From an optimization exercise on the open Yosys and OpenROAD flow, aimed at small area, a short achievable clock period and few clock cycles; shortcuts taken in it are not production practice.
Only simulation tests tie the RTL to the original design; equivalence was not proved.

the baseline:
==> flow/design.v <==
`timescale 1ns / 1ps
module alu (
    input  [31:0] a,
    input  [31:0] b,
    input         sub,
    input  [2:0]  f3,
    output [31:0] sum,
    output        lt,
    output        ltu,
    output        eq,
    output reg [31:0] result
);
    wire [32:0] s = {1'b0, a} + {1'b0, b ^ {32{sub}}} + {32'b0, sub};
    assign sum = s[31:0];
    assign ltu = ~s[32];
    assign lt  = (a[31] ^ b[31]) ? a[31] : s[31];
    assign eq  = (a == b);
    function [31:0] rev(input [31:0] x);
        integer k;
        for (k = 0; k < 32; k = k + 1) rev[k] = x[31-k];
    endfunction
    wire        left = (f3 == 3'b001);
    wire [31:0] shin = left ? rev(a) : a;
    wire [31:0] shr  = shin >> b[4:0];
    always @(*) begin
        case (f3)
            3'b000: result = sum;
            3'b001: result = rev(shr);
            3'b010: result = {31'b0, lt};
            3'b011: result = {31'b0, ltu};
            3'b100: result = a ^ b;
            3'b101: result = shr;
            3'b110: result = a | b;
            default: result = a & b;
        endcase
    end
endmodule
`timescale 1ns / 1ps
module registerFile (
    input clk,
    input rst,
    input writeEnable,
    input [4:0] writeReg,
    input [31:0] writeData,
    input clearEnable,
    input [4:0] clearReg,
    input xValid,
    input [4:0] xReg,
    input [31:0] xData,
    input [4:0] readReg1,
    input [4:0] readReg2,
    output [31:0] readData1,
    output [31:0] readData2
);
    reg [31:1] valid;
    wire [32*32-1:0] q;
    assign q[31:0] = 32'b0;
    genvar g;
    generate
        for (g = 1; g < 32; g = g + 1) begin : rf
            reg [31:0] r;
            always @(posedge clk)
                if (writeEnable && writeReg == g)
                    r <= writeData;
            assign q[32*g +: 32] = r;
            always @(posedge clk)
                if (rst)
                    valid[g] <= 1'b0;
                else if (clearEnable && clearReg == g)
                    valid[g] <= 1'b0;
                else if (writeEnable && writeReg == g)
                    valid[g] <= 1'b1;
        end
    endgenerate
    integer i;
    reg [31:0] r1, r2;
    always @(*) begin
        r1 = {32{xValid && xReg == readReg1}} & xData;
        r2 = {32{xValid && xReg == readReg2}} & xData;
        for (i = 1; i < 32; i = i + 1) begin
            r1 = r1 | ({32{readReg1 == i && valid[i]}} & q[32*i +: 32]);
            r2 = r2 | ({32{readReg2 == i && valid[i]}} & q[32*i +: 32]);
        end
    end
    assign readData1 = r1;
    assign readData2 = r2;
endmodule
`timescale 1ns / 1ps
module processorWrapper(
    input wire clk,
    input wire rst,
    output wire [31:0] imem_addr,
    input  wire [31:0] imem_rdata,
    output wire [31:0] dmem_addr,
    output wire        dmem_we,
    output wire [3:0]  dmem_be,
    output wire [31:0] dmem_wdata,
    input  wire [31:0] dmem_rdata,
    output wire        halted
);
    localparam [19:0] IHI = 20'h01000;
    reg [9:0]  fpc;
    reg [9:0]  dpc;
    reg        d_valid;
    reg        halt_r;
    reg        e_valid;
    reg [31:0] ea, eb, ec;
    reg        e_sub;
    reg [2:0]  e_f3;
    reg        e_wr;
    reg [4:0]  e_rd;
    reg        e_link, e_jalr, e_br, e_pred, e_ld, e_st, e_sys;
    reg [31:0] m_addr, m_wdata;
    reg [3:0]  m_be;
    reg        m_we, m_ld, m_wr;
    reg [2:0]  m_f3;
    reg [4:0]  m_rd;
    reg        w_ld, w_wr;
    reg [1:0]  w_off;
    reg [2:0]  w_f3;
    reg [4:0]  w_rd;
    assign imem_addr  = {IHI, fpc, 2'b00};
    assign dmem_addr  = m_addr;
    assign dmem_we    = m_we;
    assign dmem_be    = m_be;
    assign dmem_wdata = m_wdata;
    assign halted     = halt_r;
    wire [31:0] ins = imem_rdata;
    wire [4:0]  opc = ins[6:2];
    wire [2:0]  f3  = ins[14:12];
    wire [4:0]  rd  = ins[11:7];
    wire [4:0]  rs1 = ins[19:15];
    wire [4:0]  rs2 = ins[24:20];
    wire d_lui   = (opc == 5'b01101);
    wire d_auipc = (opc == 5'b00101);
    wire d_jal   = (opc == 5'b11011);
    wire d_jalr  = (opc == 5'b11001);
    wire d_br    = (opc == 5'b11000);
    wire d_ld    = (opc == 5'b00000);
    wire d_st    = (opc == 5'b01000);
    wire d_opi   = (opc == 5'b00100);
    wire d_op    = (opc == 5'b01100);
    wire d_sys   = (opc == 5'b11100);
    wire [31:0] imm_i = {{20{ins[31]}}, ins[31:20]};
    wire [31:0] imm_s = {{20{ins[31]}}, ins[31:25], ins[11:7]};
    wire [31:0] imm_u = {ins[31:12], 12'b0};
    wire [31:0] imm_b = {{20{ins[31]}}, ins[7], ins[30:25], ins[11:8], 1'b0};
    wire [31:0] imm_j = {{12{ins[31]}}, ins[19:12], ins[20], ins[30:21], 1'b0};
    wire [9:0]  jtarget = dpc + imm_j[11:2];
    wire [9:0]  btarget = dpc + imm_b[11:2];
    wire [9:0]  dtarget = d_jal ? jtarget : btarget;
    wire [31:0] dpc_full = {IHI, dpc, 2'b00};
    wire [31:0] link     = {IHI + {19'b0, &dpc}, fpc, 2'b00};    
    wire        same_rs = (rs1 == rs2);
    wire        d_pred  = ins[31] |
                          (f3 == 3'b000 &  same_rs) |           
                          (f3 == 3'b001 & ~same_rs) |           
                          (f3[2] & f3[0] & same_rs);            
    wire        d_redirect = d_valid & (d_jal | (d_br & d_pred));
    wire [31:0] rf1, rf2;
    wire        wen;
    wire [4:0]  wrd;
    wire [31:0] wdata;
    reg         buf_v;
    reg  [4:0]  buf_rd;
    reg  [31:0] buf_d;
    wire        w_take;
    registerFile rf(
        .clk(clk), .rst(rst),
        .writeEnable(wen), .writeReg(wrd), .writeData(wdata),
        .clearEnable(w_take), .clearReg(w_rd),
        .xValid(buf_v), .xReg(buf_rd), .xData(buf_d),
        .readReg1(rs1), .readReg2(rs2),
        .readData1(rf1), .readData2(rf2)
    );
    wire byp1 = wen && wrd == rs1;
    wire byp2 = wen && wrd == rs2;
    wire a_rs = ~(d_auipc | d_lui);
    wire b_rs = d_op | d_br;
    wire [31:0] d_a0 = d_auipc ? dpc_full : d_lui ? 32'b0 : rf1;
    wire [31:0] d_b0 = b_rs ? rf2 :
                       d_st ? imm_s :
                       (d_lui | d_auipc) ? imm_u : imm_i;
    wire [31:0] d_c0 = d_st ? rf2 : (d_br & ~d_pred) ? {20'b0, btarget, 2'b00} : link;
    wire [31:0] d_a = (byp1 & a_rs) ? wdata : d_a0;
    wire [31:0] d_b = (byp2 & b_rs) ? wdata : d_b0;
    wire [31:0] d_c = (byp2 & d_st) ? wdata : d_c0;
    wire d_sub = d_br | ((d_op | d_opi) & (f3 == 3'b010 || f3 == 3'b011)) |
                 (d_op & f3 == 3'b000 & ins[30]);
    wire d_uses1 = ~(d_lui | d_auipc | d_jal);
    wire d_uses2 = d_op | d_br | d_st;
    wire d_wr  = (d_lui | d_auipc | d_jal | d_jalr | d_op | d_opi | d_ld) & (rd != 5'd0);
    wire [31:0] sum, alu_res;
    wire lt, ltu, eq;
    alu al(
        .a(ea), .b(eb), .sub(e_sub), .f3(e_f3),
        .sum(sum), .lt(lt), .ltu(ltu), .eq(eq), .result(alu_res)
    );
    wire taken      = (e_f3[2] ? (e_f3[1] ? ltu : lt) : eq) ^ e_f3[0];
    wire e_redirect = e_valid & (e_jalr | (e_br & (taken ^ e_pred)));
    wire [9:0]  e_rpc = e_jalr ? sum[11:2] : ec[11:2];
    wire e_ldstall  = e_valid & e_ld & ((m_ld & m_wr) | (w_ld & w_wr & d_valid & d_wr));
    wire e_halt     = e_valid & e_sys;
    wire dep_e      = e_valid & e_ld & e_wr &
                      ((d_uses1 & rs1 == e_rd) | (d_uses2 & rs2 == e_rd) | (d_wr & rd == e_rd));
    wire dep_m      = m_ld & m_wr & ((d_uses1 & rs1 == m_rd) | (d_uses2 & rs2 == m_rd));
    wire dep_w      = w_ld & w_wr & ((d_uses1 & rs1 == w_rd) | (d_uses2 & rs2 == w_rd));
    wire ld_dep     = d_valid & (dep_e | dep_m | dep_w);
    wire [31:0] e_result = e_link ? ec : alu_res;
    wire [31:0] lsh = dmem_rdata >> {w_off, 3'b000};
    reg  [31:0] ld_data;
    always @(*) begin
        case (w_f3)
            3'b000:  ld_data = {{24{lsh[7]}}, lsh[7:0]};
            3'b001:  ld_data = {{16{lsh[15]}}, lsh[15:0]};
            3'b100:  ld_data = {24'b0, lsh[7:0]};
            3'b101:  ld_data = {16'b0, lsh[15:0]};
            default: ld_data = lsh;
        endcase
    end
    wire   e_we  = e_valid & e_wr & ~e_ld;
    wire   drain = buf_v & ~e_we;
    assign w_take = w_ld & w_wr & ~(e_we & e_rd == w_rd);
    assign wen   = e_we | drain;
    assign wrd   = e_we ? e_rd : buf_rd;
    assign wdata = e_we ? e_result : buf_d;
    always @(posedge clk) begin
        if (rst)
            buf_v <= 1'b0;
        else
            buf_v <= w_take | (buf_v & ~drain & ~(e_we & e_rd == buf_rd));
        if (w_take) begin
            buf_rd <= w_rd;
            buf_d  <= ld_data;
        end
    end
    always @(posedge clk) begin
        dpc <= fpc;
        if (rst) begin
            fpc     <= 10'd0;
            d_valid <= 1'b0;
            e_valid <= 1'b0;
            halt_r  <= 1'b0;
        end else if (halt_r | e_halt) begin
            halt_r  <= 1'b1;
            d_valid <= 1'b0;
            e_valid <= 1'b0;
        end else if (e_redirect) begin
            fpc     <= e_rpc;
            d_valid <= 1'b0;
            e_valid <= 1'b0;
        end else if (ld_dep) begin
            fpc     <= dpc;
            d_valid <= 1'b0;
            e_valid <= 1'b0;
        end else if (d_redirect) begin
            fpc     <= dtarget;
            d_valid <= 1'b0;
            e_valid <= d_valid;
        end else if (e_ldstall) begin
            d_valid <= 1'b0;
            e_valid <= d_valid;
        end else begin
            fpc     <= fpc + 10'd1;
            d_valid <= 1'b1;
            e_valid <= d_valid;
        end
    end
    always @(posedge clk) begin
        ea      <= d_a;
        eb      <= d_b;
        ec      <= d_c;
        e_sub   <= d_sub;
        e_f3    <= (d_lui | d_auipc) ? 3'b000 : f3;
        e_wr    <= d_wr;
        e_rd    <= rd;
        e_link  <= d_jal | d_jalr;
        e_jalr  <= d_jalr;
        e_br    <= d_br;
        e_pred  <= d_pred;
        e_ld    <= d_ld;
        e_st    <= d_st;
        e_sys   <= d_sys;
    end
    always @(posedge clk) begin
        m_addr  <= sum;
        m_be    <= (e_f3[1:0] == 2'b00) ? (4'b0001 << sum[1:0]) :
                   (e_f3[1:0] == 2'b01) ? (sum[1] ? 4'b1100 : 4'b0011) : 4'b1111;
        m_wdata <= (e_f3[1:0] == 2'b00) ? {4{ec[7:0]}} :
                   (e_f3[1:0] == 2'b01) ? {2{ec[15:0]}} : ec;
        m_f3    <= e_f3;
        m_rd    <= e_rd;
        m_wr    <= e_wr;
        w_off   <= m_addr[1:0];
        w_f3    <= m_f3;
        w_rd    <= m_rd;
        w_wr    <= m_wr;
        if (rst) begin
            m_we <= 1'b0;
            m_ld <= 1'b0;
            w_ld <= 1'b0;
        end else begin
            m_we <= e_valid & e_st;
            m_ld <= e_valid & e_ld;
            w_ld <= m_ld;
        end
    end
endmodule
export LEC_CHECK = 0
export CAP_MARGIN = 20
export CORE_MARGIN = 2
export CORE_UTILIZATION = 40
export PLACE_DENSITY = 0.6
export SETUP_SLACK_MARGIN = 1.0
export SLEW_MARGIN = 20
create_clock -name core_clock -period 14.0 [get_ports {clk}]
standard.sh (not shown) runs the stock make flow with config.mk's settings and CLKGATE_MAP_FILE= SYNTH_SCRIPT=/design/flow/synth_recipe.tcl, a recipe that flattens the netlist after the stock synthesis.
==> flow/flow/run.sh <==
#!/bin/bash
set -euo pipefail
MARGIN=$(cat flow/margin.txt)
bash standard.sh synth > log_synth.txt 2>&1
bash standard.sh SETUP_SLACK_MARGIN=$MARGIN floorplan > log_floorplan.txt 2>&1
bash standard.sh SETUP_SLACK_MARGIN=$MARGIN place > log_place.txt 2>&1
bash standard.sh SETUP_SLACK_MARGIN=$MARGIN cts > log_cts.txt 2>&1
bash standard.sh SETUP_SLACK_MARGIN=$MARGIN route > log_route.txt 2>&1
bash standard.sh SETUP_SLACK_MARGIN=$MARGIN finish > log_finish.txt 2>&1
test -f out/final.def
==> flow/flow/margin.txt <==
9.0
Testbench counts of the baseline, summed over its fixed seeds: cycles 76,572.
### the baseline -> the candidate
--- a/flow/design.v
+++ b/flow/design.v
@@ -102,6 +102,10 @@
     reg [9:0]  fpc;
     reg [9:0]  dpc;
     reg        d_valid;
+    reg        btb_v;
+    reg  [9:0] btb_pc, btb_tgt;
+    reg        d_bhit;
+    wire       f_hit = btb_v & (fpc == btb_pc);
     reg        halt_r;
     reg        e_valid;
     reg [31:0] ea, eb, ec;
@@ -150,13 +154,14 @@
     wire [9:0]  btarget = dpc + imm_b[11:2];
     wire [9:0]  dtarget = d_jal ? jtarget : btarget;
     wire [31:0] dpc_full = {IHI, dpc, 2'b00};
-    wire [31:0] link     = {IHI + {19'b0, &dpc}, fpc, 2'b00};    
+    wire [9:0]  dpc1     = dpc + 10'd1;
+    wire [31:0] link     = {IHI + {19'b0, &dpc}, dpc1, 2'b00};   
     wire        same_rs = (rs1 == rs2);
     wire        d_pred  = ins[31] |
                           (f3 == 3'b000 &  same_rs) |           
                           (f3 == 3'b001 & ~same_rs) |           
                           (f3[2] & f3[0] & same_rs);            
-    wire        d_redirect = d_valid & (d_jal | (d_br & d_pred));
+    wire        d_redirect = d_valid & ~d_bhit & (d_jal | (d_br & d_pred));
     wire [31:0] rf1, rf2;
     wire        wen;
     wire [4:0]  wrd;
@@ -236,9 +241,22 @@
     end
     always @(posedge clk) begin
         dpc <= fpc;
+        d_bhit <= f_hit & ~rst;
+        if (rst)
+            btb_v <= 1'b0;
+        else if (d_redirect) begin
+            btb_v   <= 1'b1;
+            btb_pc  <= dpc;
+            btb_tgt <= dtarget;
+        end
         if (rst) begin
-            fpc     <= 10'd0;
-            d_valid <= 1'b0;
+            if (fpc == 10'd0) begin
+                fpc     <= 10'd1;
+                d_valid <= 1'b1;
+            end else begin
+                fpc     <= 10'd0;
+                d_valid <= 1'b0;
+            end
             e_valid <= 1'b0;
             halt_r  <= 1'b0;
         end else if (halt_r | e_halt) begin
@@ -261,7 +279,7 @@
             d_valid <= 1'b0;
             e_valid <= d_valid;
         end else begin
-            fpc     <= fpc + 10'd1;
+            fpc     <= f_hit ? btb_tgt : fpc + 10'd1;
             d_valid <= 1'b1;
             e_valid <= d_valid;
         end
### Flow results
Higher multiplexer fraction of the synthesized cell area among the baseline and the candidate: the baseline
The candidate vs the baseline on number of gates on the worst path with buffers counted: the candidate is the higher one.
STATUS via count: the candidate loses against the baseline
Comparing the baseline and the candidate, the higher data arrival time of the critical path was measured on the baseline.
Looking at average detailed-routed wire length per instance across the baseline and the candidate, the one that comes out lower is the baseline.
Higher number of clock-tree buffers in the layout goes to the baseline over the candidate.
Worst setup timing slack at the placement stage in the candidate vs the baseline: up 150 ps
From the baseline to the candidate the numbers moved as follows: shortest period the worst path allows down 160 ps, number of ordinary and repair buffers in the finished layout up 40, final design area excluding fillers up 2.1%.
Min required time at the endpoint of the critical path across the baseline and the candidate: the baseline
Compared with the baseline, in the candidate proportion of cell area occupied by multi-input gates decreased 0.23 points, highest clock frequency the design can meet increased 3.2%, core outline area increased 1.9%.
Testbench counts of the candidate, summed over its fixed seeds: cycles 73,780.

## afterwards: timing with drivers on the ports
How much do the figures lean on ideal ports? The routed layouts below were timed once more, with nothing changed but the port constraints.
Step 1, drivers: a clkbuf_16 drives clk and a buf_2 each remaining input, both assumed.
Step 2 adds t to the input delays and takes it off the output delays; t is the mean of the earliest and latest rising clock arrival at the registers after step 1. Input paths then give back, and output paths get back, about the clock's delay inside the block.
a / b / c = ideal / step 1 / step 2; a / b = the first two.
| run | shift t [ns] | setup slack, ns | hold slack, ns | worst setup path at the end | latest minus earliest clock arrival (ns) |
|---|---|---|---|---|---|
| the baseline | 0.882 | 8.785 / 8.843 / 7.961 | 0.328 / 0.328 / 0.328 | input to register | 0.072 / 0.072 |
| the candidate | 0.899 | 8.946 / 8.986 / 8.125 | 0.334 / 0.334 / 0.334 | input to register | 0.038 / 0.038 |
After both steps setup and hold are still met in every run listed. For the baseline, which loses most, drivers alone change the setup slack by +0.058 ns; drivers and shift together by -0.824 ns.
